What follows belongs to an exercise in optimizing a design on an open flow for small area; a production flow would make more cautious choices. Where RTL was checked, it was by simulation tests only, not by an equivalence proof against the original. No functional check of the RTL was part of run 1. Power is estimated from default activity; no workload was simulated.

==> design.v <==
module swap_v_layout
#(
    parameter W = 6,
    parameter H = 6,
    parameter S = 1
)
(
    input   wire[(W*H*S - 1):0] src,
    output  wire[(W*H*S - 1):0] dst
);
genvar i;
generate
    for (i = 0; i < H; i = i + 1) 
    begin : loop
        assign dst[(W*S*(i + 1) - 1):(W*S*i)] = src[(W*S*(H - i) - 1):(W*S*(H - i - 1))];
    end
endgenerate
endmodule
module swap_h_layout
#(
    parameter W = 6,
    parameter H = 6,
    parameter S = 1
)
(
    input   wire[(W*H*S - 1):0] src,
    output  wire[(W*H*S - 1):0] dst
);
genvar i, j;
generate
    for (i = 0; i < H; i = i + 1)
    begin : row_loop
        localparam line = i * W * S;
        for (j = 0; j < W; j = j + 1)
        begin : block_loop
            assign dst[line + S * (j + 1) - 1 : line + (S * j)] = 
                   src[line + S * (W - j) - 1 : line + (S * (W - j - 1))];
        end
    end
endgenerate
endmodule
module rotate_l_layout
#(
    parameter W = 6,
    parameter H = 6,
    parameter S = 1
)
(
    input   wire[(W*H*S - 1):0] src,
    output  wire[(W*H*S - 1):0] dst
);
genvar i, j;
generate
    for (i = 0; i < H; i = i + 1)
    begin : row_loop
        for (j = 0; j < W; j = j + 1)
        begin : block_loop
            localparam ij = W - j - 1;
            assign dst[(ij * H + i + 1) * S - 1 : (ij * H + i) * S] = 
                   src[(i * W + j + 1) * S - 1 : (i * W + j) * S];
        end
    end
endgenerate
endmodule
module rotate_r_layout
#(
    parameter W = 6,
    parameter H = 6,
    parameter S = 1
)
(
    input   wire[(W*H*S - 1):0] src,
    output  wire[(W*H*S - 1):0] dst
);
genvar i, j;
generate
    for (i = 0; i < H; i = i + 1)
    begin : row_loop
        for (j = 0; j < W; j = j + 1)
        begin : block_loop
            localparam ii = H - i - 1;
            assign dst[(j * H + ii + 1) * S - 1 : (j * H + ii) * S] = 
                   src[(i * W + j + 1) * S - 1 : (i * W + j) * S];
        end
    end
endgenerate
endmodule
/*verilator lint_off UNOPTFLAT*/
module wall_layout
(
    input wire[3:0] x,
    input wire[3:0] y,
    input wire left,
    input wire top,
    input wire right,
    input wire bottom,
    output wire value
);
localparam EMPTY    = 4'b0000;
localparam SINGLE   = 4'b0001;
localparam ANGLED   = 4'b0011;
localparam STRAIGHT = 4'b0101;
localparam TRIPLE   = 4'b0111;
localparam FULL     = 4'b1111;
wire[5:0] sx;
wire[5:0] sy;
wire v_line;
wire h_line;
wire[35:0] core[15:0];
assign core[EMPTY] =   {6'b000000, 
                        6'b000000,
                        6'b000000,
                        6'b000000,
                        6'b000000,
                        6'b000000};
assign core[SINGLE] =  {6'b000000,
                        6'b001100,
                        6'b010010,
                        6'b010010,
                        6'b010010,
                        6'b010010};
swap_v_layout   T(.src(core[SINGLE]), .dst(core[4'b0100]));
rotate_l_layout R(.src(core[SINGLE]), .dst(core[4'b0010]));
rotate_r_layout L(.src(core[SINGLE]), .dst(core[4'b1000]));
assign core[ANGLED] =  {6'b000000, 
                        6'b000001,
                        6'b000110,
                        6'b001000,
                        6'b001000,
                        6'b010001};
swap_h_layout   LB(.src(core[ANGLED]), .dst(core[4'b1001]));
swap_v_layout   TR(.src(core[ANGLED]), .dst(core[4'b0110]));
swap_h_layout   LT(.src(core[4'b0110]), .dst(core[4'b1100]));
assign core[STRAIGHT]= {6'b010010,
                        6'b010010,
                        6'b010010,
                        6'b010010,
                        6'b010010,
                        6'b010010};
rotate_l_layout   LR(.src(core[STRAIGHT]), .dst(core[4'b1010]));
assign core[TRIPLE] =  {6'b010001,
                        6'b010000,
                        6'b010000,
                        6'b010000,
                        6'b010000,
                        6'b010001};
swap_h_layout     TRB(.src(core[TRIPLE]), .dst(core[4'b1101]));
rotate_l_layout   LTR(.src(core[TRIPLE]), .dst(core[4'b1110]));
rotate_r_layout   LRB(.src(core[TRIPLE]), .dst(core[4'b1011]));
assign core[FULL] =    {6'b100001, 
                        6'b000000,
                        6'b001100,
                        6'b001100,
                        6'b000000,
                        6'b100001};
assign sx = 10 - x;
assign sy = 10 - y; 
assign v_line = (top & (y < 5)) | (bottom & (y > 10));
assign h_line = (left & (x < 5)) | (right & (x > 10));
assign value =  ((x > 4) & (x < 11) & (y > 4) & (y < 11)) ? 
                core[{left, top, right, bottom}][(sy << 2) + (sy << 1) + sx] :
                ((h_line & ((y == 6) | (y == 9))) | (v_line & ((x == 6) | (x == 9))));
endmodule
module food_layout
(
    input wire[3:0] x,
    input wire[3:0] y,
    input wire[1:0] ftype,
    output wire[1:0] value
);
wire[31:0] pixels[3:0];
assign pixels[0] = {8'b00000000,
                    8'b00000000,
                    8'b00000000,
                    8'b00000000};
assign pixels[1] = {8'b00000000,
                    8'b00101000,
                    8'b00101000,
                    8'b00000000};
assign pixels[2] = {8'b00101000,
                    8'b10010110,
                    8'b10010110,
                    8'b00101000};
assign pixels[3] = {8'b10101010,
                    8'b10111110,
                    8'b10111110,
                    8'b10101010};
wire[4:0] index;
wire[1:0] sx;
assign sx = 4'd9 - x;
wire[1:0] sy;
assign sy = 4'd9 - y;
assign index = {sy, sx, 1'b0};
assign value = ((x > 5) & (x < 10) & (y > 5) & (y < 10)) ? {pixels[ftype][index + 1], pixels[ftype][index]} : 0;
endmodule
module delay
(
    input wire clk,
    input wire set,
    input wire rst,
    input wire[7:0] ms,
    output wire free
);
localparam low_counter_size = $clog2(100000 / 1000) - 1;
localparam[low_counter_size:0] ticks_per_ms = 100000 / 1000;
reg[7:0] counter;
reg[low_counter_size:0] low_counter;
assign free = (counter == 0); 
always @(posedge clk)
begin
    if(rst)
        {counter, low_counter} <= 0;
    else if(set)
        {counter, low_counter} <= {ms, ticks_per_ms};
    else if(low_counter > 0)
        low_counter <= low_counter - 1;
    else if(counter > 0)
        {counter, low_counter} <= {counter - 8'd1, ticks_per_ms};
end
endmodule
module tft_spi
(
    input wire rst,
    input wire clk,
    input wire [7:0]data,
    input wire transmit,
    output reg tft_mosi,
    output wire tft_clk,
    output reg busy
);
reg [2:0] transmit_counter;
reg tft_cs;
assign tft_clk = ~tft_cs;
always @(posedge clk)
begin
    if (rst)
    begin
        transmit_counter <= 0;
        tft_mosi <= 1;
        busy <= 0;
        tft_cs <= 1;
    end
    else
    begin
        if (~busy)
        begin
            tft_mosi <= 1;
            tft_cs <= 1;
        end
        if (transmit && ~busy)
        begin
            transmit_counter <= 7;
            busy <= 1;
        end
        if (busy)
        begin
            tft_mosi <= data[transmit_counter];
            transmit_counter <= transmit_counter - 1;
            busy <= transmit_counter != 0;
            tft_cs <= 0;
        end
    end
end
endmodule
module tft_init
(
    input wire clk,
    input wire rst,
    input wire enable,
    input wire tft_busy,
    input wire tft_transmit,
    input wire[7:0] wait_ms,
    output wire ready,
    output wire[7:0] data,
    output wire dc,
    output wire send,
    output wire busy
);
localparam DC_COUNT = 46;
reg[9:0] entry;
always @(*)
begin
    case (index)
        0:  entry = {2'b10, 8'hff};
        1:  entry = {2'b00, 8'hc0};
        2:  entry = {2'b01, 8'h17};
        3:  entry = {2'b01, 8'h15};
        4:  entry = {2'b00, 8'hc1};
        5:  entry = {2'b01, 8'h41};
        6:  entry = {2'b00, 8'hc5};
        7:  entry = {2'b01, 8'h00};
        8:  entry = {2'b01, 8'h12};
        9:  entry = {2'b01, 8'h80};
        10: entry = {2'b00, 8'h36};
        11: entry = {2'b01, 8'h48};
        12: entry = {2'b00, 8'h3a};
        13: entry = {2'b01, 8'h66};
        14: entry = {2'b00, 8'hb0};
        15: entry = {2'b01, 8'h80};
        16: entry = {2'b00, 8'hb1};
        17: entry = {2'b01, 8'ha0};
        18: entry = {2'b00, 8'hb6};
        19: entry = {2'b01, 8'h02};
        20: entry = {2'b01, 8'h02};
        21: entry = {2'b00, 8'he9};
        22: entry = {2'b01, 8'h00};
        23: entry = {2'b00, 8'hf7};
        24: entry = {2'b01, 8'ha9};
        25: entry = {2'b01, 8'h51};
        26: entry = {2'b01, 8'h2c};
        27: entry = {2'b01, 8'h82};
        28: entry = {2'b00, 8'h11};
        29: entry = {2'b10, 8'hff};
        30: entry = {2'b00, 8'h29};
        31: entry = {2'b00, 8'h00};
        32: entry = {2'b00, 8'h34};
        33: entry = {2'b10, 8'hff};
        34: entry = {2'b00, 8'h2a};
        35: entry = {2'b01, 8'h00};
        36: entry = {2'b01, 8'h00};
        37: entry = {2'b01, 8'h01};
        38: entry = {2'b01, 8'h3f};
        39: entry = {2'b00, 8'h2b};
        40: entry = {2'b01, 8'h00};
        41: entry = {2'b01, 8'h00};
        42: entry = {2'b01, 8'h01};
        43: entry = {2'b01, 8'hdf};
        44: entry = {2'b00, 8'h2c};
        45: entry = {2'b10, 8'h00};
        default: entry = 10'bxxxxxxxxxx;
    endcase
end
reg[5:0] index;
reg set_wait_delay;
wire not_wait;
assign busy = (index < DC_COUNT) & enable;
delay wait_delay
(
    .clk(clk),
    .set(set_wait_delay),
    .rst(rst),
    .ms(wait_ms),
    .free(not_wait)
);
assign ready = busy & (~tft_busy) & (~tft_transmit) & not_wait & (~set_wait_delay);
wire wait_bit_is_up = entry[9];
assign data = entry[7:0];
assign dc = entry[8];
assign send = ~wait_bit_is_up;
always @(posedge clk)
begin
    if(rst)
        index <= 0;
    else if(ready)
        index <= index + 1;
end
always @(posedge clk)
begin
    if(rst)
        set_wait_delay <= 0;
    else
        set_wait_delay <= ready & wait_bit_is_up;
end
endmodule
module scene_exhibitor
(
    input wire clk,
    input wire rst,
    input wire tft_busy,
    input wire tft_transmit,
    input wire enable,
    input wire left,
    input wire top,
    input wire right,
    input wire bottom,
    input wire[1:0] ftype,
    output reg[8:0] x_index,
    output reg[8:0] y_index,
    output wire cell_next,       
    output wire cell_back,       
    output wire scene_end,       
    output wire ready,
    output reg[7:0] data,
    output wire busy
);
localparam HEIGHT = 480;
reg[1:0] color_index;
wire[8:0] x_shifted;
wire[8:0] y_shifted;
assign x_shifted = x_index + 9'd16;
assign y_shifted = y_index + 9'd16;
wire[11:0] gradient_index;
assign gradient_index = ({1'h0, x_index} << 1) + x_index + ({1'h0, y_index} << 1);  
wire[7:0] wall_color;
assign wall_color = color_index == 0 ? 8'h78 - gradient_index[11:4] :
                        color_index == 1 ? gradient_index[11:4] : 8'ha5;
assign busy = (y_index < HEIGHT) & enable;
reg[7:0] food_color;
always @(*)
begin
    case ({color_index, food_value})
        {2'd0, 2'd1}: food_color = 8'hff;
        {2'd1, 2'd1}: food_color = 8'ha5;
        {2'd0, 2'd2}: food_color = 8'hff;
        {2'd1, 2'd2}: food_color = 8'hc0;
        {2'd2, 2'd2}: food_color = 8'hcb;
        {2'd0, 2'd3}: food_color = 8'hff;
        default: food_color = 8'h00;
    endcase
end
wire wall_value;
wall_layout w_layout
(
    .x(x_shifted[4:1]),
    .y(y_shifted[4:1]),
    .left(left),
    .top(top),
    .right(right),
    .bottom(bottom),
    .value(wall_value)
);
wire[1:0] food_value;
food_layout f_layout
(
    .x(x_index[4:1]),
    .y(y_index[4:1]),
    .ftype(ftype),
    .value(food_value)
);
always @(*)
begin
    if(food_value != 0)
        data = food_color;
    else if(wall_value)
        data = wall_color;
    else
        data = 0;  
end
wire exceeded_x_index;
assign exceeded_x_index = (x_index == 320);
assign ready = busy & (~tft_busy) & (~tft_transmit) & (~exceeded_x_index);
assign cell_next = ready & (color_index == 2) & (x_index[4:0] == 5'd31);
assign cell_back = exceeded_x_index & (y_index[4:0] != 5'd31);
assign scene_end = exceeded_x_index & (y_index == 9'd479);
always @(posedge clk)
begin
    if(rst)
        color_index <= 0;
    else if(ready)
        color_index <= color_index == 2 ? 2'd0 : color_index + 2'd1;
end
always @(posedge clk)
begin
    if(rst)
        x_index <= 0;
    else if(exceeded_x_index)
        x_index <= 0;
    else if(ready)
        x_index <= x_index + (color_index == 2 ? 9'd1 : 9'd0);
end
always @(posedge clk)
begin
    if(rst)
        y_index <= 0;
    else
        y_index <= y_index + exceeded_x_index;
end
endmodule
module player
#(
    parameter size = 22
)
(
    input wire rst,
    input wire clk,
    input wire enable,
    input wire tft_busy,
    input wire tft_transmit,
    output reg tft_dc,
    output reg[7:0] tft_data,
    output wire send,
    output reg busy,
    input wire[8:0] pos_x,           
    input wire[8:0] pos_y,
    input wire[2:0] move,            
    input wire[1:0] direction
);
    function [21:0] sprite_row;
        input [1:0] anim;
        input [4:0] r;
        begin
            case ({anim, r})
                {2'd0, 5'd0}: sprite_row = 22'b0000000111111110000000;
                {2'd0, 5'd1}: sprite_row = 22'b0000011111111111100000;
                {2'd0, 5'd2}: sprite_row = 22'b0000111111111111110000;
                {2'd0, 5'd3}: sprite_row = 22'b0001111111111111111000;
                {2'd0, 5'd4}: sprite_row = 22'b0011111111111111111100;
                {2'd0, 5'd5}: sprite_row = 22'b0111111111111101111110;
                {2'd0, 5'd6}: sprite_row = 22'b0111111111111111111110;
                {2'd0, 5'd7}: sprite_row = 22'b1111111111111111111111;
                {2'd0, 5'd8}: sprite_row = 22'b1111111111111111111111;
                {2'd0, 5'd9}: sprite_row = 22'b1111111111111111111111;
                {2'd0, 5'd10}: sprite_row = 22'b1111111111111111111111;
                {2'd0, 5'd11}: sprite_row = 22'b1111111111111111111111;
                {2'd0, 5'd12}: sprite_row = 22'b1111111111111111111111;
                {2'd0, 5'd13}: sprite_row = 22'b1111111111111111111111;
                {2'd0, 5'd14}: sprite_row = 22'b1111111111111111111111;
                {2'd0, 5'd15}: sprite_row = 22'b0111111111111111111110;
                {2'd0, 5'd16}: sprite_row = 22'b0111111111111111111110;
                {2'd0, 5'd17}: sprite_row = 22'b0011111111111111111100;
                {2'd0, 5'd18}: sprite_row = 22'b0001111111111111111000;
                {2'd0, 5'd19}: sprite_row = 22'b0000111111111111110000;
                {2'd0, 5'd20}: sprite_row = 22'b0000011111111111100000;
                {2'd0, 5'd21}: sprite_row = 22'b0000000111111110000000;
                {2'd1, 5'd0}: sprite_row = 22'b0000000000000000000000;
                {2'd1, 5'd1}: sprite_row = 22'b0000010000000000100000;
                {2'd1, 5'd2}: sprite_row = 22'b0000111000000001110000;
                {2'd1, 5'd3}: sprite_row = 22'b0001111000000001111000;
                {2'd1, 5'd4}: sprite_row = 22'b0011111100000011111100;
                {2'd1, 5'd5}: sprite_row = 22'b0111111100000011111110;
                {2'd1, 5'd6}: sprite_row = 22'b0111111110000111111110;
                {2'd1, 5'd7}: sprite_row = 22'b1111111110000111011111;
                {2'd1, 5'd8}: sprite_row = 22'b1111111111001111111111;
                {2'd1, 5'd9}: sprite_row = 22'b1111111111001111111111;
                {2'd1, 5'd10}: sprite_row = 22'b1111111111111111111111;
                {2'd1, 5'd11}: sprite_row = 22'b1111111111111111111111;
                {2'd1, 5'd12}: sprite_row = 22'b1111111111111111111111;
                {2'd1, 5'd13}: sprite_row = 22'b1111111111111111111111;
                {2'd1, 5'd14}: sprite_row = 22'b1111111111111111111111;
                {2'd1, 5'd15}: sprite_row = 22'b0111111111111111111110;
                {2'd1, 5'd16}: sprite_row = 22'b0111111111111111111110;
                {2'd1, 5'd17}: sprite_row = 22'b0011111111111111111100;
                {2'd1, 5'd18}: sprite_row = 22'b0001111111111111111000;
                {2'd1, 5'd19}: sprite_row = 22'b0000111111111111110000;
                {2'd1, 5'd20}: sprite_row = 22'b0000011111111111100000;
                {2'd1, 5'd21}: sprite_row = 22'b0000000111111110000000;
                {2'd2, 5'd0}: sprite_row = 22'b0000000000000000000000;
                {2'd2, 5'd1}: sprite_row = 22'b0000000000000000000000;
                {2'd2, 5'd2}: sprite_row = 22'b0000000000000000000000;
                {2'd2, 5'd3}: sprite_row = 22'b0000000000000000000000;
                {2'd2, 5'd4}: sprite_row = 22'b0011000000000000001100;
                {2'd2, 5'd5}: sprite_row = 22'b0111100000000000011110;
                {2'd2, 5'd6}: sprite_row = 22'b0111110000000000111110;
                {2'd2, 5'd7}: sprite_row = 22'b1111111000000001111111;
                {2'd2, 5'd8}: sprite_row = 22'b1111111100000011111111;
                {2'd2, 5'd9}: sprite_row = 22'b1111111110000111111111;
                {2'd2, 5'd10}: sprite_row = 22'b1111111111001111110111;
                {2'd2, 5'd11}: sprite_row = 22'b1111111111111111111111;
                {2'd2, 5'd12}: sprite_row = 22'b1111111111111111111111;
                {2'd2, 5'd13}: sprite_row = 22'b1111111111111111111111;
                {2'd2, 5'd14}: sprite_row = 22'b1111111111111111111111;
                {2'd2, 5'd15}: sprite_row = 22'b0111111111111111111110;
                {2'd2, 5'd16}: sprite_row = 22'b0111111111111111111110;
                {2'd2, 5'd17}: sprite_row = 22'b0011111111111111111100;
                {2'd2, 5'd18}: sprite_row = 22'b0001111111111111111000;
                {2'd2, 5'd19}: sprite_row = 22'b0000111111111111110000;
                {2'd2, 5'd20}: sprite_row = 22'b0000011111111111100000;
                {2'd2, 5'd21}: sprite_row = 22'b0000000111111110000000;
                default: sprite_row = 22'b0;
            endcase
        end
    endfunction
reg[4:0] pixel_counter_x, pixel_counter_y;
reg[3:0] selection_counter;
reg[1:0] sub_pixel_counter;
reg[2:0] move_last;      
reg[2:0] move_prev;      
reg drawing_background;
reg[11:0] animation_step;
wire[1:0] anim = (animation_step[11:10] == 2'd3) ? 2'd1 : animation_step[11:10];
reg[4:0] rot_r, rot_c;
always @(*)
begin
    case (direction)
        2'd3: begin rot_r = pixel_counter_y;       rot_c = pixel_counter_x;       end
        2'd0: begin rot_r = 5'd21 - pixel_counter_x; rot_c = pixel_counter_y;     end
        2'd1: begin rot_r = 5'd21 - pixel_counter_y; rot_c = 5'd21 - pixel_counter_x; end
        default: begin rot_r = pixel_counter_x;    rot_c = 5'd21 - pixel_counter_y; end
    endcase
end
wire[21:0] srow = sprite_row(anim, rot_r);
wire sprite_bit = srow[5'd21 - rot_c];
wire at_end = (pixel_counter_x == 0) & (pixel_counter_y == size);
wire in_sprite = (pixel_counter_x != size) & (pixel_counter_y != size);
wire step = ~tft_busy & ~tft_transmit;
wire y_axis = (selection_counter > 5);
wire is_max = y_axis ? (selection_counter > 8) : (selection_counter > 3);
wire[8:0] base = y_axis ? pos_y : pos_x;
wire last_inc = move_last[2] & (move_last[1:0] == (y_axis ? 2'd1 : 2'd0));
wire last_dec = move_last[2] & (move_last[1:0] == (y_axis ? 2'd3 : 2'd2));
wire prev_inc = drawing_background & move_prev[2] & (move_prev[1:0] == (y_axis ? 2'd1 : 2'd0));
wire prev_dec = drawing_background & move_prev[2] & (move_prev[1:0] == (y_axis ? 2'd3 : 2'd2));
reg[8:0] offset;
always @(*)
begin
    if (prev_inc)
        offset = 9'd4;                           
    else if (prev_dec)
        offset = is_max ? 9'd27 : 9'd28;         
    else
        offset = is_max ? 9'd26 : 9'd5;          
end
wire[8:0] corner = base + offset - {8'd0, last_inc} + {8'd0, last_dec};
wire send_command = (selection_counter > 0) & (selection_counter < 12);
wire send_pixel = (selection_counter == 12) & in_sprite;
assign send = ~rst & enable & busy & step & (send_command | send_pixel);
always @(*)
begin
    if (send_command)
    begin
        case(selection_counter)
            1:  {tft_dc, tft_data} = {1'b0, 8'h2a};
            6:  {tft_dc, tft_data} = {1'b0, 8'h2b};
            11: {tft_dc, tft_data} = {1'b0, 8'h2c};
            2, 4, 7, 9: {tft_dc, tft_data} = {1'b1, 7'b0, corner[8]};
            default: {tft_dc, tft_data} = {1'b1, corner[7:0]};
        endcase
    end
    else
        {tft_dc, tft_data} = {1'b1, (~drawing_background & sprite_bit & (sub_pixel_counter != 2)) ? 8'hff : 8'h00};
end
always @(posedge clk)
begin
    if (rst)
    begin
        move_last <= 0;
        move_prev <= 0;
    end
    else if (enable & !busy)
    begin
        move_last <= move;
        move_prev <= move_last;
    end
end
always @(posedge clk)
begin
    if (rst)
    begin
        drawing_background <= 0;
        animation_step <= 0;
    end
    else if (enable)
    begin
        if (!busy)
        begin
            animation_step <= animation_step + 1;
            drawing_background <= move_last[2];
        end
        else if (step & selection_counter == 12 & at_end)
        begin
            drawing_background <= ~drawing_background;
        end
    end
end
always @(posedge clk)
begin
    if (rst)
    begin
        pixel_counter_x <= 0;
        pixel_counter_y <= 0;
        sub_pixel_counter <= 0;
    end
    else if (enable)
    begin
        if (!busy)
        begin
            pixel_counter_x <= 0;
            pixel_counter_y <= 0;
        end
        else if (step)
        begin
            if (selection_counter == 12 & in_sprite)
            begin
                sub_pixel_counter <= sub_pixel_counter == 2 ? 2'd0 : sub_pixel_counter + 2'd1;
                if (sub_pixel_counter == 2)
                begin
                    pixel_counter_x <= pixel_counter_x == size - 1 ? 5'd0 : pixel_counter_x + 5'd1;
                    pixel_counter_y <= pixel_counter_x == size - 1 ? pixel_counter_y + 5'd1 : pixel_counter_y;
                end
            end
            else if (at_end & drawing_background)
            begin
                pixel_counter_x <= 0;
                pixel_counter_y <= 0;
            end
        end
    end
end
always @(posedge clk)
begin
    if (rst)
        busy <= 0;
    else if (enable)
    begin
        if (!busy)
            busy <= 1;
        else if (step & selection_counter == 12 & at_end & ~drawing_background)
            busy <= 0;
    end
end
always @(posedge clk)
begin
    if (rst)
        selection_counter <= 0;
    else if (enable)
    begin
        if (!busy)
            selection_counter <= 1;
        else if (step)
        begin
            if (selection_counter > 0 & selection_counter < 12)
                selection_counter <= selection_counter + 1;
            else if (at_end & drawing_background)
                selection_counter <= 1;
        end
    end
end
endmodule
module segment_display
(
    input wire[31:0] number,
    output wire[6:0] disp
);
assign disp =
        number ==  0 ? 7'b1000000 :
        number ==  1 ? 7'b1111001 :
        number ==  2 ? 7'b0100100 :
        number ==  3 ? 7'b0110000 :
        number ==  4 ? 7'b0011001 :
        number ==  5 ? 7'b0010010 :
        number ==  6 ? 7'b0000010 :
        number ==  7 ? 7'b1111000 :
        number ==  8 ? 7'b0000000 :
        number ==  9 ? 7'b0010000 :
        number == 10 ? 7'b0001000 :
        number == 11 ? 7'b0000011 :
        number == 12 ? 7'b1000110 :
        number == 13 ? 7'b0100001 :
        number == 14 ? 7'b0000110 :
        number == 15 ? 7'b0001110 : 7'b1000000;
endmodule
module Maze
(
    input clk,                       
    input true_rst,                  
    input wire button_1,             
    input wire button_2,             
    input wire button_3,             
    input wire button_4,             
    input wire[7:0] seed,
    output wire tft_clk,             
    output wire tft_mosi,            
    output wire tft_dc,              
    output wire tft_rst,             
    output wire tft_cs,              
    output wire[6:0] hex_disp_1,     
    output wire[6:0] hex_disp_2,     
    output wire[6:0] hex_disp_3,     
    output wire[6:0] hex_disp_4      
);
    function [7:0] rnd_p1;
        input [7:0] v;
        begin
            rnd_p1[0] = v[0] ^ v[1];
            rnd_p1[1] = v[1] ^ v[2];
            rnd_p1[2] = v[2] ^ v[3];
            rnd_p1[3] = v[0] ^ v[1] ^ v[3] ^ v[4];
            rnd_p1[4] = v[0] ^ v[1] ^ v[2] ^ v[4] ^ v[5];
            rnd_p1[5] = v[0] ^ v[1] ^ v[2] ^ v[3] ^ v[5] ^ v[6];
            rnd_p1[6] = v[1] ^ v[2] ^ v[3] ^ v[4] ^ v[6] ^ v[7];
            rnd_p1[7] = v[0] ^ v[2] ^ v[4] ^ v[5] ^ v[7];
        end
    endfunction
    function [7:0] rnd_m1;
        input [7:0] v;
        begin
            rnd_m1[0] = v[0] ^ v[1] ^ v[5] ^ v[6] ^ v[7];
            rnd_m1[1] = v[1] ^ v[5] ^ v[6] ^ v[7];
            rnd_m1[2] = v[5] ^ v[6] ^ v[7];
            rnd_m1[3] = v[2] ^ v[5] ^ v[6] ^ v[7];
            rnd_m1[4] = v[0] ^ v[2] ^ v[3] ^ v[5] ^ v[6] ^ v[7];
            rnd_m1[5] = v[2] ^ v[3] ^ v[4];
            rnd_m1[6] = v[0] ^ v[3] ^ v[4] ^ v[5];
            rnd_m1[7] = v[1] ^ v[4] ^ v[5] ^ v[6];
        end
    endfunction
    function [7:0] rnd_p10;
        input [7:0] v;
        begin
            rnd_p10[0] = v[0] ^ v[4] ^ v[6] ^ v[7];
            rnd_p10[1] = v[1] ^ v[2] ^ v[3] ^ v[7];
            rnd_p10[2] = v[1] ^ v[3] ^ v[5];
            rnd_p10[3] = v[3] ^ v[4] ^ v[6];
            rnd_p10[4] = v[0] ^ v[2] ^ v[4] ^ v[5] ^ v[6] ^ v[7];
            rnd_p10[5] = v[2] ^ v[3] ^ v[4] ^ v[5] ^ v[7];
            rnd_p10[6] = v[0] ^ v[1] ^ v[3] ^ v[5] ^ v[6];
            rnd_p10[7] = v[0] ^ v[2] ^ v[3] ^ v[6] ^ v[7];
        end
    endfunction
    function [7:0] rnd_m10;
        input [7:0] v;
        begin
            rnd_m10[0] = v[1] ^ v[3] ^ v[5] ^ v[6];
            rnd_m10[1] = v[1] ^ v[2] ^ v[6] ^ v[7];
            rnd_m10[2] = v[0] ^ v[1] ^ v[2] ^ v[5] ^ v[7];
            rnd_m10[3] = v[2] ^ v[4] ^ v[5] ^ v[6];
            rnd_m10[4] = v[1] ^ v[4] ^ v[6];
            rnd_m10[5] = v[1] ^ v[2] ^ v[4] ^ v[5] ^ v[7];
            rnd_m10[6] = v[1] ^ v[2] ^ v[3] ^ v[5];
            rnd_m10[7] = v[0] ^ v[1] ^ v[2] ^ v[4];
        end
    endfunction
    function [7:0] rnd_p105;
        input [7:0] v;
        begin
            rnd_p105[0] = v[0] ^ v[1] ^ v[2] ^ v[3] ^ v[5] ^ v[6] ^ v[7];
            rnd_p105[1] = v[0] ^ v[3] ^ v[4] ^ v[5] ^ v[6] ^ v[7];
            rnd_p105[2] = v[1] ^ v[4] ^ v[6] ^ v[7];
            rnd_p105[3] = v[3] ^ v[7];
            rnd_p105[4] = v[4] ^ v[5];
            rnd_p105[5] = v[2] ^ v[3] ^ v[5] ^ v[7];
            rnd_p105[6] = v[0] ^ v[2] ^ v[3] ^ v[5];
            rnd_p105[7] = v[0] ^ v[2] ^ v[6] ^ v[7];
        end
    endfunction
localparam DIR_UP = 0;
localparam DIR_RIGHT = 1;
localparam DIR_DOWN = 2;
localparam DIR_LEFT = 3;
wire rst;
reg soft_rst;
assign rst = ~(true_rst & soft_rst);
assign tft_rst = ~rst;
assign tft_cs = 0;
reg init_enable, scene_enable, player_enable;
reg[7:0] random_seed;
reg[7:0] rnd;
wire[7:0] seed_value = random_seed ? random_seed : 8'd1;
always @(posedge clk)
begin
    if (rst)
        rnd <= seed_value;
    else
        rnd <= rnd_p1(rnd);
end
always @(posedge clk)
begin
    if (~true_rst)
        random_seed <= seed;
    else if (rst)
        random_seed <= random_seed + 1;
end
reg[7:0] g;                  
wire filling_stage = (g < 165);
always @(posedge clk)
begin
    if (rst)
        g <= 0;
    else if (filling_stage)
        g <= g + 1;
end
reg[2:0] crux1, crux2, crux3;
always @(posedge clk)
begin
    if (g == 151) crux1 <= rnd[2:0];
    if (g == 152) crux2 <= rnd[2:0];
    if (g == 153) crux3 <= rnd[2:0];
end
reg[3:0] expansion_index;
wire expansion_done = (expansion_index == 15);
reg[8:0] player_pos_x, player_pos_y;     
wire[3:0] px = player_pos_x[8:5];
wire[3:0] py = player_pos_y[8:5];
wire[8:0] scene_x, scene_y;
wire[8:0] sxs = scene_x + 9'd16;
wire[8:0] sys = scene_y + 9'd16;
wire[3:0] bx = scene_enable ? sxs[8:5] : px;
wire[3:0] by = scene_enable ? sys[8:5] : py;
wire[14:0] BXg;
wire[19:0] BYg;
genvar i, j;
generate
    for (i = 0; i < 15; i = i + 1)
    begin : bx_dec
        if (i >= 2 && i <= 12)
            assign BXg[i] = (bx == i - 2);
        else
            assign BXg[i] = 1'b0;
    end
    for (i = 0; i < 20; i = i + 1)
    begin : by_dec
        if (i >= 2 && i <= 17)
            assign BYg[i] = (by == i - 2);
        else
            assign BYg[i] = 1'b0;
    end
endgenerate
reg[139:0] hw;       
reg[134:0] vw;       
wire[15:0] Hm, H0, Hp;
wire[10:0] Vm, V0, Vp;
generate
    for (i = 0; i < 16; i = i + 1)
    begin : h_first
        if (i == 0 || i == 15)
        begin : border
            assign Hm[i] = 1'b1;
            assign H0[i] = 1'b1;
            assign Hp[i] = 1'b1;
        end
        else
        begin : inner
            wire[9:0] row = hw[(i - 1) * 10 +: 10];
            assign Hm[i] = |(row & BXg[12:3]);
            assign H0[i] = |(row & BXg[11:2]);
            assign Hp[i] = |(row & BXg[10:1]);
        end
    end
    for (i = 0; i < 11; i = i + 1)
    begin : v_first
        if (i == 0 || i == 10)
        begin : border
            assign Vm[i] = 1'b1;
            assign V0[i] = 1'b1;
            assign Vp[i] = 1'b1;
        end
        else
        begin : inner
            wire[14:0] col;
            for (j = 0; j < 15; j = j + 1)
            begin : bits
                assign col[j] = vw[j * 9 + i - 1];
            end
            assign Vm[i] = |(col & BYg[17:3]);
            assign V0[i] = |(col & BYg[16:2]);
            assign Vp[i] = |(col & BYg[15:1]);
        end
    end
endgenerate
wire h_0_m1 = |(H0 & BYg[18:3]);     
wire h_0_0  = |(H0 & BYg[17:2]);     
wire h_0_p1 = |(H0 & BYg[16:1]);     
wire h_0_p2 = |(H0 & BYg[15:0]);     
wire h_m_0  = |(Hm & BYg[17:2]);     
wire h_m_p1 = |(Hm & BYg[16:1]);     
wire h_p_0  = |(Hp & BYg[17:2]);     
wire h_p_p1 = |(Hp & BYg[16:1]);     
wire v_0_m1 = |(V0 & BXg[13:3]);     
wire v_0_0  = |(V0 & BXg[12:2]);     
wire v_0_p1 = |(V0 & BXg[11:1]);     
wire v_0_p2 = |(V0 & BXg[10:0]);     
wire v_m_0  = |(Vm & BXg[12:2]);     
wire v_m_p1 = |(Vm & BXg[11:1]);     
wire v_p_0  = |(Vp & BXg[12:2]);     
wire v_p_p1 = |(Vp & BXg[11:1]);     
reg[149:0] flags;    
wire[9:0] Frow;      
wire[14:0] Fcol;     
generate
    for (i = 0; i < 10; i = i + 1)
    begin : f_row
        wire[14:0] col;
        for (j = 0; j < 15; j = j + 1)
        begin : bits
            assign col[j] = flags[j * 10 + i];
        end
        assign Frow[i] = |(col & BYg[16:2]);
    end
    for (i = 0; i < 15; i = i + 1)
    begin : f_col
        assign Fcol[i] = |(flags[i * 10 +: 10] & BXg[11:2]);
    end
endgenerate
wire f_self  = |(Frow & BXg[11:2]);
wire f_left  = |(Frow & BXg[12:3]);
wire f_right = |(Frow & BXg[10:1]);
wire f_up    = |(Fcol & BYg[17:3]);
wire f_down  = |(Fcol & BYg[15:1]);
wire[3:0] valid_directions;
assign valid_directions[DIR_UP]    = (py > 0)  & h_0_m1 & h_0_0 & v_m_0 & v_m_p1;
assign valid_directions[DIR_RIGHT] = (px < 9)  & v_0_p1 & v_0_p2 & h_p_0 & h_p_p1;
assign valid_directions[DIR_DOWN]  = (py < 14) & h_0_p1 & h_0_p2 & v_p_0 & v_p_p1;
assign valid_directions[DIR_LEFT]  = (px > 0)  & v_0_m1 & v_0_0 & h_m_0 & h_m_p1;
wire have_valid_direction = |valid_directions;
wire[1:0] r0 = rnd[1:0];
wire[1:0] direction_gen = valid_directions[r0] ? r0 :
                          valid_directions[r0 + 2'd1] ? r0 + 2'd1 :
                          valid_directions[r0 + 2'd2] ? r0 + 2'd2 : r0 + 2'd3;
wire gen_active = ~filling_stage & ~expansion_done;
wire walking_stage = gen_active & (have_valid_direction | (px != 0) | (py != 0));
wire expansion_stage = gen_active & ~walking_stage;
wire maze_gen_busy = filling_stage | gen_active;
wire push = walking_stage & have_valid_direction;
wire pop = walking_stage & ~have_valid_direction;
wire back_up    = ~h_0_0 & f_up;
wire back_right = ~v_0_p1 & f_right;
wire back_down  = ~h_0_p1 & f_down;
always @(posedge clk)
begin
    if (rst)
        expansion_index <= 0;
    else if (expansion_stage)
        expansion_index <= expansion_index + 1;
end
wire[3:0] e = rnd[3:0];
wire[3:0] rnd_9    = (e < 9)  ? e : (e - 4'd9);
wire[3:0] rnd_10   = (e < 10) ? e : (e - 4'd10);
wire[3:0] rnd_1_14 = (e < 14) ? (e + 4'd1) : (e - 4'd13);
wire[3:0] rnd_15   = (e < 15) ? e : 4'd0;
wire push_up    = push & (direction_gen == DIR_UP);
wire push_down  = push & (direction_gen == DIR_DOWN);
wire push_right = push & (direction_gen == DIR_RIGHT);
wire push_left  = push & (direction_gen == DIR_LEFT);
wire push_h = push_up | push_down;
wire push_v = push_right | push_left;
wire[15:0] h_row_en;
wire[9:0] h_col_en;
wire[14:0] v_row_en;
wire[10:0] v_col_en;
generate
    for (i = 1; i < 15; i = i + 1)
    begin : h_row
        assign h_row_en[i] = (push_up & BYg[i + 2]) | (push_down & BYg[i + 1]) | (expansion_stage & (rnd_1_14 == i));
    end
    for (i = 0; i < 10; i = i + 1)
    begin : h_col
        assign h_col_en[i] = (push_h & BXg[i + 2]) | (expansion_stage & (rnd_10 == i));
    end
    for (i = 0; i < 15; i = i + 1)
    begin : v_row
        assign v_row_en[i] = (push_v & BYg[i + 2]) | (expansion_stage & (rnd_15 == i));
    end
    for (i = 1; i < 10; i = i + 1)
    begin : v_col
        assign v_col_en[i] = (push_left & BXg[i + 2]) | (push_right & BXg[i + 1]) | (expansion_stage & (rnd_9 + 4'd1 == i));
    end
endgenerate
assign h_row_en[0] = 1'b0;
assign h_row_en[15] = 1'b0;
assign v_col_en[0] = 1'b0;
assign v_col_en[10] = 1'b0;
generate
    for (i = 0; i < 140; i = i + 1)
    begin : h_loop
        wire clr = h_row_en[i / 10 + 1] & h_col_en[i % 10];
        if (i == 0)
        begin : special
            always @(posedge clk)
                if (g == 10)
                    hw[i] <= 1'b1;
                else if (clr)
                    hw[i] <= 1'b0;
        end
        else
        begin : normal
            always @(posedge clk)
                if (rst)
                    hw[i] <= 1'b1;
                else if (clr)
                    hw[i] <= 1'b0;
        end
    end
    for (i = 0; i < 135; i = i + 1)
    begin : v_loop
        wire clr = v_row_en[i / 9] & v_col_en[i % 9 + 1];
        if (i == 0)
        begin : special
            always @(posedge clk)
                if (g == 1)
                    vw[i] <= 1'b1;
                else if (clr)
                    vw[i] <= 1'b0;
        end
        else
        begin : normal
            always @(posedge clk)
                if (rst)
                    vw[i] <= 1'b1;
                else if (clr)
                    vw[i] <= 1'b0;
        end
    end
endgenerate
wire first_cell_step;
reg[1:0] direction;
reg button_1_reg, button_2_reg, button_3_reg, button_4_reg;
reg setting_direction;
reg path_free;
reg player_counter;
reg[16:0] sub_seconds_counter;
reg[15:0] seconds_counter;
reg[13:0] score;
reg[13:0] final_score;
wire player_busy;
assign first_cell_step = setting_direction & (player_pos_x[4:0] == 0) & (player_pos_y[4:0] == 0);
wire direction_1_free = player_enable ? ~v_0_p1 : ~vw[0];
wire direction_2_free = player_enable ? ~h_0_p1 : ~hw[0];
wire direction_3_free = player_enable & ~v_0_0;
wire direction_4_free = player_enable & ~h_0_0;
wire[1:0] direction_wire = button_1_reg & direction_1_free ? 2'd0 :
                           button_2_reg & direction_2_free ? 2'd1 :
                           button_3_reg & direction_3_free ? 2'd2 :
                           button_4_reg & direction_4_free ? 2'd3 : direction;
wire play_step = player_enable & ~player_busy;
wire eat = play_step & first_cell_step & ~f_self;
wire flag_we = gen_active | eat;
wire flag_wd = gen_active ? have_valid_direction : 1'b1;
generate
    for (i = 0; i < 150; i = i + 1)
    begin : flag_loop
        wire sel = flag_we & BYg[i / 10 + 2] & BXg[i % 10 + 2];
        always @(posedge clk)
        begin
            if (rst)
                flags[i] <= 1'b0;
            else if (sel)
                flags[i] <= flag_wd;
        end
    end
endgenerate
reg[7:0] food_rnd;       
wire scene_cell_next, scene_cell_back, scene_end;
wire[3:0] fx = scene_enable ? scene_x[8:5] : px;
wire[3:0] fy = scene_enable ? scene_y[8:5] : py;
wire[3:0] crux1_x = ((crux1 < 5) ? {1'b0, crux1} : {1'b0, crux1} - 4'd5) + 4'd5;
wire[3:0] crux1_y =  (crux1 < 7) ? {1'b0, crux1} : 4'd0;
wire[3:0] crux2_x =  (crux2 < 5) ? {1'b0, crux2} : {1'b0, crux2} - 4'd5;
wire[3:0] crux2_y = ((crux2 < 7) ? {1'b0, crux2} : 4'd0) + 4'd8;
wire[3:0] crux3_x = ((crux3 < 5) ? {1'b0, crux3} : {1'b0, crux3} - 4'd5) + 4'd5;
wire[3:0] crux3_y = ((crux3 < 7) ? {1'b0, crux3} : 4'd0) + 4'd8;
wire is_crux = ((fx == crux1_x) & (fy == crux1_y)) |
               ((fx == crux2_x) & (fy == crux2_y)) |
               ((fx == crux3_x) & (fy == crux3_y));
wire is_rare = food_rnd < 21;
wire[1:0] food_type = is_crux ? 2'd3 : (is_rare ? 2'd2 : 2'd1);
wire move = play_step & ~first_cell_step & (player_counter == 0) & path_free;
wire move_x_inc = move & (direction == 0) & (player_pos_x[8:5] < 9);
wire move_y_inc = move & (direction == 1) & (player_pos_y[8:5] < 14);
wire move_x_dec = move & (direction == 2) & (player_pos_x > 0);
wire move_y_dec = move & (direction == 3) & (player_pos_y > 0);
wire[2:0] player_move = {move_x_inc | move_y_inc | move_x_dec | move_y_dec, direction};
always @(posedge clk)
begin
    if (rst)
        food_rnd <= seed_value;
    else if (scene_cell_next)
        food_rnd <= rnd_p1(food_rnd);
    else if (scene_end)
        food_rnd <= rnd_p105(food_rnd);
    else if (scene_cell_back)
        food_rnd <= rnd_m10(food_rnd);
    else if (move)
    begin
        case (direction)
            0: if (player_pos_x[8:5] < 9 && player_pos_x[4:0] == 31) food_rnd <= rnd_p1(food_rnd);
            1: if (player_pos_y[8:5] < 14 && player_pos_y[4:0] == 31) food_rnd <= rnd_p10(food_rnd);
            2: if (player_pos_x > 0 && player_pos_x[4:0] == 0) food_rnd <= rnd_m1(food_rnd);
            3: if (player_pos_y > 0 && player_pos_y[4:0] == 0) food_rnd <= rnd_m10(food_rnd);
        endcase
    end
end
wire spi_busy;
reg tx;              
reg[7:0] tx_data;
reg tx_dc;
wire init_ready, init_dc, init_send, init_busy;
wire[7:0] init_data;
wire scene_ready, scene_busy;
wire[7:0] scene_data;
wire player_send, player_dc;
wire[7:0] player_data;
always @(posedge clk)
begin
    if (rst)
        tx <= 0;
    else
        tx <= (init_ready & init_send) | scene_ready | player_send;
end
always @(posedge clk)
begin
    if (init_ready)
        {tx_dc, tx_data} <= {init_dc, init_data};
    else if (scene_ready)
        {tx_dc, tx_data} <= {1'b1, scene_data};
    else if (player_send)
        {tx_dc, tx_data} <= {player_dc, player_data};
end
assign tft_dc = tx_dc;
tft_spi spi_transmitter
(
    .rst(rst),
    .clk(clk),
    .data(tx_data),
    .transmit(tx),
    .tft_mosi(tft_mosi),
    .tft_clk(tft_clk),
    .busy(spi_busy)
);
tft_init tft_initializer
(
    .clk(clk),
    .rst(rst),
    .enable(init_enable),
    .tft_busy(spi_busy),
    .tft_transmit(tx),
    .wait_ms(tx_data),
    .ready(init_ready),
    .data(init_data),
    .dc(init_dc),
    .send(init_send),
    .busy(init_busy)
);
scene_exhibitor scene
(
    .clk(clk),
    .rst(rst),
    .tft_busy(spi_busy),
    .tft_transmit(tx),
    .enable(scene_enable),
    .left(sxs[8:5] == 0 ? 1'b0 : h_m_0),
    .top(sys[8:5] == 0 ? 1'b0 : v_m_0),
    .right(sxs[8:5] == 10 ? 1'b0 : h_0_0),
    .bottom(sys[8:5] == 15 ? 1'b0 : v_0_0),
    .ftype(food_type),
    .x_index(scene_x),
    .y_index(scene_y),
    .cell_next(scene_cell_next),
    .cell_back(scene_cell_back),
    .scene_end(scene_end),
    .ready(scene_ready),
    .data(scene_data),
    .busy(scene_busy)
);
player player
(
    .clk(clk),
    .rst(rst),
    .tft_busy(spi_busy),
    .tft_transmit(tx),
    .busy(player_busy),
    .tft_dc(player_dc),
    .tft_data(player_data),
    .send(player_send),
    .enable(player_enable),
    .pos_x(player_pos_x),
    .pos_y(player_pos_y),
    .move(player_move),
    .direction(direction)
);
segment_display display_1(.number(final_score[3:0]), .disp(hex_disp_1));
segment_display display_2(.number(final_score[7:4]), .disp(hex_disp_2));
segment_display display_3(.number(final_score[11:8]), .disp(hex_disp_3));
segment_display display_4(.number({2'b00, final_score[13:12]}), .disp(hex_disp_4));
always @(posedge clk)
begin
    button_1_reg <= ~button_1;
    button_2_reg <= ~button_2;
    button_3_reg <= ~button_3;
    button_4_reg <= ~button_4;
end
always @(posedge clk)
begin
    if (rst)
        soft_rst <= 1;
    else if (player_enable & (&flags))
        soft_rst <= 0;
end
always @(posedge clk)
begin
    if (rst)
        final_score <= 0;
    else
        final_score <= ({2'b00, score} < seconds_counter) ? 14'd0 : score - seconds_counter[13:0];
end
always @(posedge clk)
begin
    if (rst)
    begin
        init_enable <= 0;
        scene_enable <= 0;
        player_enable <= 0;
    end
    else
    begin
        if (~maze_gen_busy & ~init_enable & ~scene_enable & ~player_enable)
            init_enable <= 1;
        if (init_enable & ~init_busy)
        begin
            init_enable <= 0;
            scene_enable <= 1;
        end
        if (scene_enable & ~scene_busy)
        begin
            scene_enable <= 0;
            player_enable <= 1;
        end
    end
end
always @(posedge clk)
begin
    if (rst)
        setting_direction <= 1;
    else if (play_step)
    begin
        if (first_cell_step)
            setting_direction <= 0;
        else if (player_counter == 0)
            setting_direction <= 1;
    end
end
always @(posedge clk)
begin
    if (rst)
        direction <= 2;
    else if (first_cell_step)
        direction <= direction_wire;
end
always @(posedge clk)
begin
    if (rst)
        path_free <= 0;
    else if (first_cell_step)
        path_free <= ((direction_wire == 0) & direction_1_free) |
                     ((direction_wire == 1) & direction_2_free) |
                     ((direction_wire == 2) & direction_3_free) |
                     ((direction_wire == 3) & direction_4_free);
end
always @(posedge clk)
begin
    if (rst)
        score <= 150;
    else if (eat)
    begin
        case (food_type)
            2'd1: score <= score + 4;
            2'd2: score <= score + 16;
            default: score <= score + 64;
        endcase
    end
end
always @(posedge clk)
begin
    if (rst)
    begin
        player_pos_x <= 0;
        player_pos_y <= 0;
        player_counter <= 0;
    end
    else if (push)
    begin
        case (direction_gen)
            DIR_UP:    player_pos_y[8:5] <= py - 1;
            DIR_RIGHT: player_pos_x[8:5] <= px + 1;
            DIR_DOWN:  player_pos_y[8:5] <= py + 1;
            default:   player_pos_x[8:5] <= px - 1;
        endcase
    end
    else if (pop)
    begin
        if (back_up)
            player_pos_y[8:5] <= py - 1;
        else if (back_right)
            player_pos_x[8:5] <= px + 1;
        else if (back_down)
            player_pos_y[8:5] <= py + 1;
        else
            player_pos_x[8:5] <= px - 1;
    end
    else if (play_step & ~first_cell_step)
    begin
        player_counter <= ~player_counter;
        if (player_counter == 0)
        begin
            if (path_free)
            begin
                case (direction)
                    0: player_pos_x <= player_pos_x[8:5] < 9 ? player_pos_x + 1 : player_pos_x;
                    1: player_pos_y <= player_pos_y[8:5] < 14 ? player_pos_y + 1 : player_pos_y;
                    2: player_pos_x <= player_pos_x > 0 ? player_pos_x - 1 : player_pos_x;
                    3: player_pos_y <= player_pos_y > 0 ? player_pos_y - 1 : player_pos_y;
                endcase
            end
        end
    end
end
always @(posedge clk)
begin
    if (rst)
    begin
        sub_seconds_counter <= 100000 - 1;
        seconds_counter <= 0;
    end
    begin
        if (player_enable)
        begin
            sub_seconds_counter <= sub_seconds_counter == 0 ? 100000 - 1 : sub_seconds_counter - 1;
            seconds_counter <= sub_seconds_counter == 0 ? seconds_counter + 1 : seconds_counter;
        end
    end
end
endmodule
==> flow/run.sh <==
#!/bin/bash
# Layout flow: the standard synthesis, its combinational logic mapped again
# with an area-oriented ABC script (registers untouched), then the standard flow's
# standard floorplan-to-finish steps.  Each tool's output goes to its own log.
set -euo pipefail
W=$(pwd)
ORFS_WORK=$(grep -o 'WORK_HOME=[^ ]*' standard.sh | head -1 | cut -d= -f2- | tr -d "'")
R=$ORFS_WORK/results/$FLOW_PLATFORM/Maze/base
YOSYS=$FLOW_HOME/../tools/install/yosys/bin/yosys
[ -x "$YOSYS" ] || YOSYS=yosys
LIB=$FLOW_HOME/platforms/$FLOW_PLATFORM/lib/sky130_fd_sc_hd__tt_025C_1v80.lib

# 1. standard synthesis (stops at the synthesized netlist)
bash standard.sh "$R/1_2_yosys.v" > "$W/synth_standard.log" 2>&1
cp "$R/1_2_yosys.v" "$W/netlist_standard.v"

# 2. remap the combinational logic
SEQ=$(awk '/^[ \t]*cell[ \t]*\(/ { gsub(/[()" \t{]/, "", $0); sub(/^cell/, "", $0); name=$0 }
           /^[ \t]*(ff|latch|statetable)[ \t]*\(/ { if (name != "") { print name; name="" } }' "$LIB" | sort -u | tr '\n' ' ')
sed -e "s|@LIB@|$LIB|g" -e "s|@SEQ@|$SEQ|" -e "s|@IN@|$W/netlist_standard.v|" \
    -e "s|@OUT@|$W/netlist_remapped.v|" -e "s|@SCRIPT@|$W/flow/area.abc|" -e "s|@TOP@|$FLOW_TOP|" \
    "$W/flow/remap.ys" > "$W/remap.ys"
"$YOSYS" -l "$W/remap.log" -q -s "$W/remap.ys" > /dev/null 2>&1
# keep the standard netlist if the remap lost any register
n_std=$(grep -c '_DFF\|sky130_fd_sc_hd__[a-z]*df[a-z]*_[0-9]' "$W/netlist_standard.v" || true)
n_new=$(grep -c '_DFF\|sky130_fd_sc_hd__[a-z]*df[a-z]*_[0-9]' "$W/netlist_remapped.v" || true)
if [ "$n_std" = "$n_new" ] && [ "$n_new" -gt 0 ]; then
  cp "$W/netlist_remapped.v" "$R/1_2_yosys.v"
  touch "$R/1_2_yosys.v"
fi

# 3. standard floorplan, placement, clock tree, routing and finish
bash standard.sh finish > "$W/layout_standard.log" 2>&1
==> flow/area.abc <==
strash
&get -n
&st
&dch
&nf -a
&put
mfs2
strash
&get -n
&st
&syn2
&dch
&nf -a
&put
mfs2
strash
&get -n
&st
&syn2
&dch
&nf -a
&put
==> flow/remap.ys <==
# Maps the standard synthesis's combinational logic again; registers (and their
# names and cell types) are kept as they are.
read_liberty -ignore_miss_func @LIB@
blackbox @SEQ@
read_verilog @IN@
hierarchy -top @TOP@
flatten
opt_clean -purge
techmap
opt -fast
abc -script @SCRIPT@ -liberty @LIB@ -dont_use sky130_fd_sc_hd__probe_p_8 -dont_use sky130_fd_sc_hd__probec_p_8 -dont_use sky130_fd_sc_hd__lpflow_*
opt_clean -purge
splitnets
opt_clean -purge
hilomap -singleton -hicell sky130_fd_sc_hd__conb_1 HI -locell sky130_fd_sc_hd__conb_1 LO
insbuf -buf sky130_fd_sc_hd__buf_4 A X
check
stat -liberty @LIB@
write_verilog -noattr -nohex -nodec @OUT@
==> standard.sh <==
#!/bin/bash
# synth_recipe.tcl (not shown) runs the flow's synth.tcl, then flattens the netlist and writes it again
# the make line also repeats each setting of config.mk as NAME=value (left out here)
make -C /OpenROAD-flow-scripts/flow DESIGN_CONFIG=/design/flow/config.mk WORK_HOME=/design/flow/orfs CLKGATE_MAP_FILE= SYNTH_SCRIPT=/design/flow/synth_recipe.tcl "${@:-finish}"
==> config.mk <==
export PLATFORM = sky130hd
export DESIGN_NAME = Maze
export DESIGN_NICKNAME = Maze
export VERILOG_FILES = /design/flow/design.v
export SDC_FILE = /design/flow/constraint.sdc
export NUM_CORES = 4
export LEC_CHECK = 0
export CAP_MARGIN = 20
export CORE_MARGIN = 2
export CORE_UTILIZATION = 40
export PLACE_DENSITY = 0.6
export SLEW_MARGIN = 20
==> constraint.sdc <==
create_clock -name core_clock -period 12.0 [get_ports {clk}]
set_input_delay 2.4000 -clock core_clock [delete_from_list [all_inputs] [get_ports {clk}]]
set_output_delay 2.4000 -clock core_clock [all_outputs]
set_load 0.01 [all_outputs]
==> impl_metrics.toml, run 1 <==
[hold_path]
hold_class = "reg2reg"
holdPathEnd = "player_counter$_SDFFE_PN0P_"
hp-start = "player_counter$_SDFFE_PN0P_"
hold_depth = 1

[place]
place_area_um2 = 42300
portBuffers = 44
hpwl_um = 120000
gp_congestion = 1.05
dp_worst_setup_slack_ns = 2.58

[sta]
setup_ws_ns = 2.35
tns_ns = 0
worst_pin_slew_ns = 1.32
finClkSkew_ns = 0.0303
layout_min_cycle_time_ns = 9.65
hold_viol = 0
relSlewSlack = 0.112
timing.fmax_mhz = 104
fin_crit_sh = 0.804
setup_viol = 0
drv_slew = 0
rsz0062_at_grt = "false"

[pwr]
p_per_area_nw_per_um2 = 117
ir_worst_vdd_uv = 106
leakage_nw = 14.7

[route]
num_vias = 45500
drc = 0
routed_wl_um = 180000
detail_route.first_pass.iterations = 13
final_antenna_net_count = 0
via_per_inst = 6.86
dr.first_iter.drc_count = 7774
wire_per_inst_um = 27.1

[clock_network]
clockRootBuffer = "clkbuf_16"
htree_levels = 3
ctsHoldBuffers = 0
clk_pin_slew_ns = 0.06
clock_latency_ns = 0.69
cts_buffer_depth = 3
cts_tree = "built"
cts_setup_buffers = 0
numCtsBuffers = 78
cts_resized = 0
cts.sinks = 664

[critical_path]
start_kind = "flip-flop"
path_class = "reg2reg"
worstReg2RegEnd = "vw[106]$_SDFFE_PN1P_"
crit_arrival_ns = 10.16
cp_max_fo = 52
rr_worst_depth = 18
timing.rr.start = "scene_enable$_SDFFE_PP0P_"
cp.required_ns = 12.52
cp-end-kind = "flip-flop"
r2r_setup_slack_ns = 2.35

[cells_and_area]
drive_gt1_frac = 0.0594
top_register = "flags"
design_area_um2 = 44900
n_fill_cell = 9665
top_regs = "flags x150, hw x140, vw x135"
multiInputGateArea_um2 = 25100
area_delta_synth_final_pct = 15.2
largest_reg_flops = 150
ff_latch_area_um2 = 14000
final_nets = 5305

[floorplan]
start_util = 0.403
core_um2 = 96700
ios = 47
fp.dieW_um = 316
fp.dieH_um = 316
row_count = 114
dieArea_um2 = 100000

[global_routing]
grt_pass1_vias = 41600
grt_max_degree = 88
grt_use_total = 0.346
grt_pass1_wl_um = 267000
antenna_found_initial = 7
grt-ovfl-total = 0

[synthesis]
synth-warning-count = 12
avgSynthCellArea_um2 = 7.75
synthesis.area_um2 = 39000
syn_inst = 5035

[flow_run]
max_cap_violations = 0

[outcome]
status = "timing/DRC/antenna clean"
[area by class of cell]
| cell class | count | area share |
|---|---|---|
| Multi-Input combinational cell | 4297 | 0.558 |
| Sequential cell | 664 | 0.311 |
| Clock buffer | 106 | 0.0484 |
| Tap cell | 1276 | 0.0355 |
| Timing Repair Buffer | 179 | 0.0324 |
| Clock inverter | 38 | 0.00891 |
| Inverter | 71 | 0.00610 |
| Antenna cell | 4 | 0.000223 |
[through the flow]
stage | total power, W | utilization | hold WS [ns] | instances
finish | 0.00527 | 0.465 | 0.460 | 6635
global route | 0.00543 | 0.465 | 0.485 | 6632
CTS | 0.00528 | 0.464 | 0.460 | 6631
detailed placement | 0.00287 | 0.438 | 0.447 | 6487
global placement | 0.00287 | 0.438 | 0.440 | 6486
floorplan | 0.00273 | - | 0.425 | 5036
[report_power, final]
part / switching, W / internal [W] / leakage (nW)
clock: 0.00105 / 0.00139 / 1.26
combinational: 0.000302 / 0.000207 / 7.97
sequential: 0.0000497 / 0.00227 / 5.51
[placed cells by master (no fill, tap or decap), drive strengths merged, types with 57 or more instances in the layout]
cell type and n:
nand3 128, a222oi 75, and3 57, a22oi 166, buf 135, clkinv 95
xnor2 128, edfxtp 67, a21oi 514, a221oi 83, a22o 68, nand2 723
dfxtp 597, clkbuf 106, a211oi 125, xor2 72, o21ai 576, nor3 244
nor2 449, nand4 76, a31oi 73
[metal layers]
| metal | global-route usage | up-vias | wire length (µm) |
|---|---|---|---|
| li1 | - | 20100 | - |
| met1 | 0.440 | 21100 | 68500 |
| met2 | 0.516 | 3382 | 75200 |
| met3 | 0.0992 | 909 | 22500 |
| met4 | 0.215 | 2 | 13600 |
| met5 | 0 | - | 15 |
[critical path, cell delays in order, from the launching register on]
cell	delay, ns
dfxtp_4	0.78
nand4_1	0.39
mux2_1	0.76
o211ai_1	0.59
buf_4	0.31
nor2_1	0.24
a2111oi_0	0.99
nor2_1	0.11
nor4_1	0.27
nand3_1	0.10
nor4_1	0.63
nor4_1	0.24
nor4_4	0.73
nand2_2	0.68
or2_1	0.71
nor3_1	1.00
nor2_1	0.51
o21ai_0	0.31
nand2_1	0.08
[how the worst max path moves through the flow]
stage	to	cells after the start	from	slack (ns)
floorplan	final_score[10]$_SDFF_PP0_	5	true_rst	0.23
global placement	vw[106]$_SDFFE_PN1P_	17	scene_enable$_SDFFE_PP0P_	2.53
detailed placement	vw[106]$_SDFFE_PN1P_	18	scene_enable$_SDFFE_PP0P_	2.58
CTS	vw[106]$_SDFFE_PN1P_	18	scene_enable$_SDFFE_PP0P_	2.53
global route	vw[38]$_SDFFE_PN1P_	19	scene_enable$_SDFFE_PP0P_	2.25
finish	vw[106]$_SDFFE_PN1P_	18	scene_enable$_SDFFE_PP0P_	2.35
==> run 2: changes to the inputs <==
--- a/design.v
+++ b/design.v
@@ -202,19 +202,16 @@
     output wire free
 );
-localparam low_counter_size = $clog2(100000 / 1000) - 1;
-localparam[low_counter_size:0] ticks_per_ms = 100000 / 1000;
-reg[7:0] counter;
-reg[low_counter_size:0] low_counter;
-assign free = (counter == 0); 
+localparam ticks_per_ms = 100000 / 1000 + 1;
+localparam counter_size = $clog2(255 * ticks_per_ms + 1);
+reg[counter_size - 1:0] counter;
+assign free = (counter == 0);
 always @(posedge clk)
 begin
     if(rst)
-        {counter, low_counter} <= 0;
+        counter <= 0;
     else if(set)
-        {counter, low_counter} <= {ms, ticks_per_ms};
-    else if(low_counter > 0)
-        low_counter <= low_counter - 1;
+        counter <= ms[0] ? 255 * ticks_per_ms : 0;
     else if(counter > 0)
-        {counter, low_counter} <= {counter - 8'd1, ticks_per_ms};
+        counter <= counter - 1;
 end
 endmodule
@@ -1111,10 +1108,6 @@
         wire sel = flag_we & BYg[i / 10 + 2] & BXg[i % 10 + 2];
         always @(posedge clk)
-        begin
-            if (rst)
-                flags[i] <= 1'b0;
-            else if (sel)
+            if (sel)
                 flags[i] <= flag_wd;
-        end
     end
 endgenerate
--- a/config.mk
+++ b/config.mk
@@ -9,4 +9,6 @@
 export CORE_MARGIN = 2
 export CORE_UTILIZATION = 40
+export CTS_CLUSTER_DIAMETER = 100
+export CTS_CLUSTER_SIZE = 20
 export PLACE_DENSITY = 0.6
 export SLEW_MARGIN = 20
==> impl_metrics.toml, run 2 <==
[sta]
finClkSkew_ns = 0.0662
drv_slew = 0
setup_ws_ns = 3.22
worst_pin_slew_ns = 1.23
timing.fmax_mhz = 114
layout_min_cycle_time_ns = 8.78
hold_viol = 0
tns_ns = 0
rsz0062_at_grt = "false"
relSlewSlack = 0.177
fin_crit_sh = 0.731
setup_viol = 0

[clock_network]
ctsHoldBuffers = 0
cts_tree = "built"
cts_buffer_depth = 3
numCtsBuffers = 41
htree_levels = 2
clock_latency_ns = 0.67
cts.sinks = 664
cts_resized = 0
clk_pin_slew_ns = 0.09
clockRootBuffer = "clkbuf_16"
cts_setup_buffers = 0

[route]
routed_wl_um = 173000
top_layer_used = "met5"
wl_met3_um = 20100
dr.first_iter.drc_count = 6935
num_vias = 42900
detail_route.first_pass.iterations = 14
wl_met1_um = 67300
wire_per_inst_um = 27.7
wl_met2_um = 73400
drc = 0
final_antenna_net_count = 0
via_per_inst = 6.87

[cells_and_area]
final_nets = 4951
final_common_cell = "nand2_1"
top_register = "flags"
mostFrequentLayoutCells = "670 x nand2_1, 550 x o21ai_0, 489 x nor2_1"
fin_cells = 6243
top_regs = "flags x150, hw x140, vw x135"
n_antenna_cell = 0
largest_reg_flops = 150
drive_gt1_frac = 0.0536
area_delta_synth_final_pct = 12.1

[critical_path]
start_kind = "flip-flop"
cp-end-kind = "flip-flop"
cp_max_fo = 73
cp.required_ns = 12.51
crit_arrival_ns = 9.28
path_class = "reg2reg"

[floorplan]
core_um2 = 96700
ios = 47
row_count = 114
fp.dieH_um = 316
dieArea_um2 = 100000
fp.dieW_um = 316
start_util = 0.404

[global_routing]
grt_pass1_wl_um = 256000
grt_max_degree = 95
antenna_found_initial = 4
grt_use_total = 0.334
grt-ovfl-total = 0
grt_pass1_vias = 39000

[place]
portBuffers = 44
dp_worst_setup_slack_ns = 3.57
gp_congestion = 1.04
hpwl_um = 117000
place_inst = 6167

[flow_run]
max_cap_violations = 0

[synthesis]
synth-warning-count = 12
synthesis.area_um2 = 39000
syn_inst = 4714
avgSynthCellArea_um2 = 8.28

[hold_path]
hold_class = "reg2reg"

[pwr]
ir_worst_vdd_uv = 130
p_per_area_nw_per_um2 = 99.5
leakage_nw = 14.7

[outcome]
status = "timing/DRC/antenna clean"
[run 2: routing by layer]
| layer | track usage | vias up |
|---|---|---|
| met5 | 0 | - |
| met4 | 0.194 | 4 |
| met3 | 0.0779 | 775 |
| met2 | 0.502 | 3006 |
| met1 | 0.438 | 20300 |
| li1 | - | 18800 |
[run 2: worst paths after layout]
path	to	cells past startpoint	from	slack, ns
max	hw[28]$_SDFFE_PN1P_	17	scene.x_index[5]$_SDFFE_PP0P_	3.22
min	player.move_prev[2]$_SDFFE_PN0P_	2	player.move_prev[2]$_SDFFE_PN0P_	0.46
max reg2reg	hw[28]$_SDFFE_PN1P_	17	scene.x_index[5]$_SDFFE_PP0P_	3.22
min reg2reg	player.move_prev[2]$_SDFFE_PN0P_	2	player.move_prev[2]$_SDFFE_PN0P_	0.46
[run 2: cell type report]
class | count | area (µm²)
fillers | 9677 | 53000
flip-flops and latches | 664 | 15500
well taps | 1276 | 1600
inverters | 61 | 236
repair buffers | 183 | 1490
clock buffers | 63 | 1130
clock inverters | 10 | 105
multi-input cells | 3986 | 23700
[run 2: stage by stage]
| step | hold slack [ns] | area [µm²] | total power [W] | util |
|---|---|---|---|---|
| detailed placement | 0.445 | 42500 | 0.00288 | 0.439 |
| floorplan | 0.425 | 39000 | 0.00276 | - |
| global route | 0.488 | 43700 | 0.00450 | 0.452 |
| finish | 0.462 | 43700 | 0.00435 | 0.452 |
| global placement | 0.438 | 42400 | 0.00288 | 0.439 |
| CTS | 0.464 | 43700 | 0.00437 | 0.452 |
[run 2: where the power goes]
part	switching, W	internal (W)	leakage (nW)
combinational	0.000262	0.000181	8.05
sequential	0.0000516	0.00234	6.03
clock	0.000849	0.000668	0.597
total	0.00116	0.00319	14.7
[run 2: worst max-delay path, stage by stage (launching register included)]
cell      delay [ns]
dfxtp_1         0.85
nand3_1         0.51
o21ai_0         0.77
nand2_1         0.80
mux2_1          0.56
a222oi_1        0.44
a21oi_1         0.14
a211o_1         0.31
nor4_1          0.35
nand3_1         0.28
and4b_1         0.39
nor4_1          0.31
buf_4           0.22
nand3_4         0.57
nor3_1          0.99
a32oi_1         0.66
o21ai_0         0.38
nand2_1         0.08

==> separate check: timing with driven ports <==
How much do the figures lean on ideal ports? The routed layouts below were timed once more, with nothing changed but the port constraints.
Step 1, drivers: a clkbuf_16 drives clk and a buf_2 each remaining input, both assumed.
Step 2 also shifts input and output timing later by t, the mid clock arrival at the registers, as if the neighbouring blocks saw the same clock.
Three values: ideal, step 1, step 2; two values: the first two.
run	t, ns	slack for setup (ns)	worst data-port slew with drivers (ns)
run 1	0.750	2.354 / 2.354 / 2.354	0.03
run 2	0.710	3.224 / 3.224 / 3.224	0.04
After both steps every run listed still meets setup and hold.
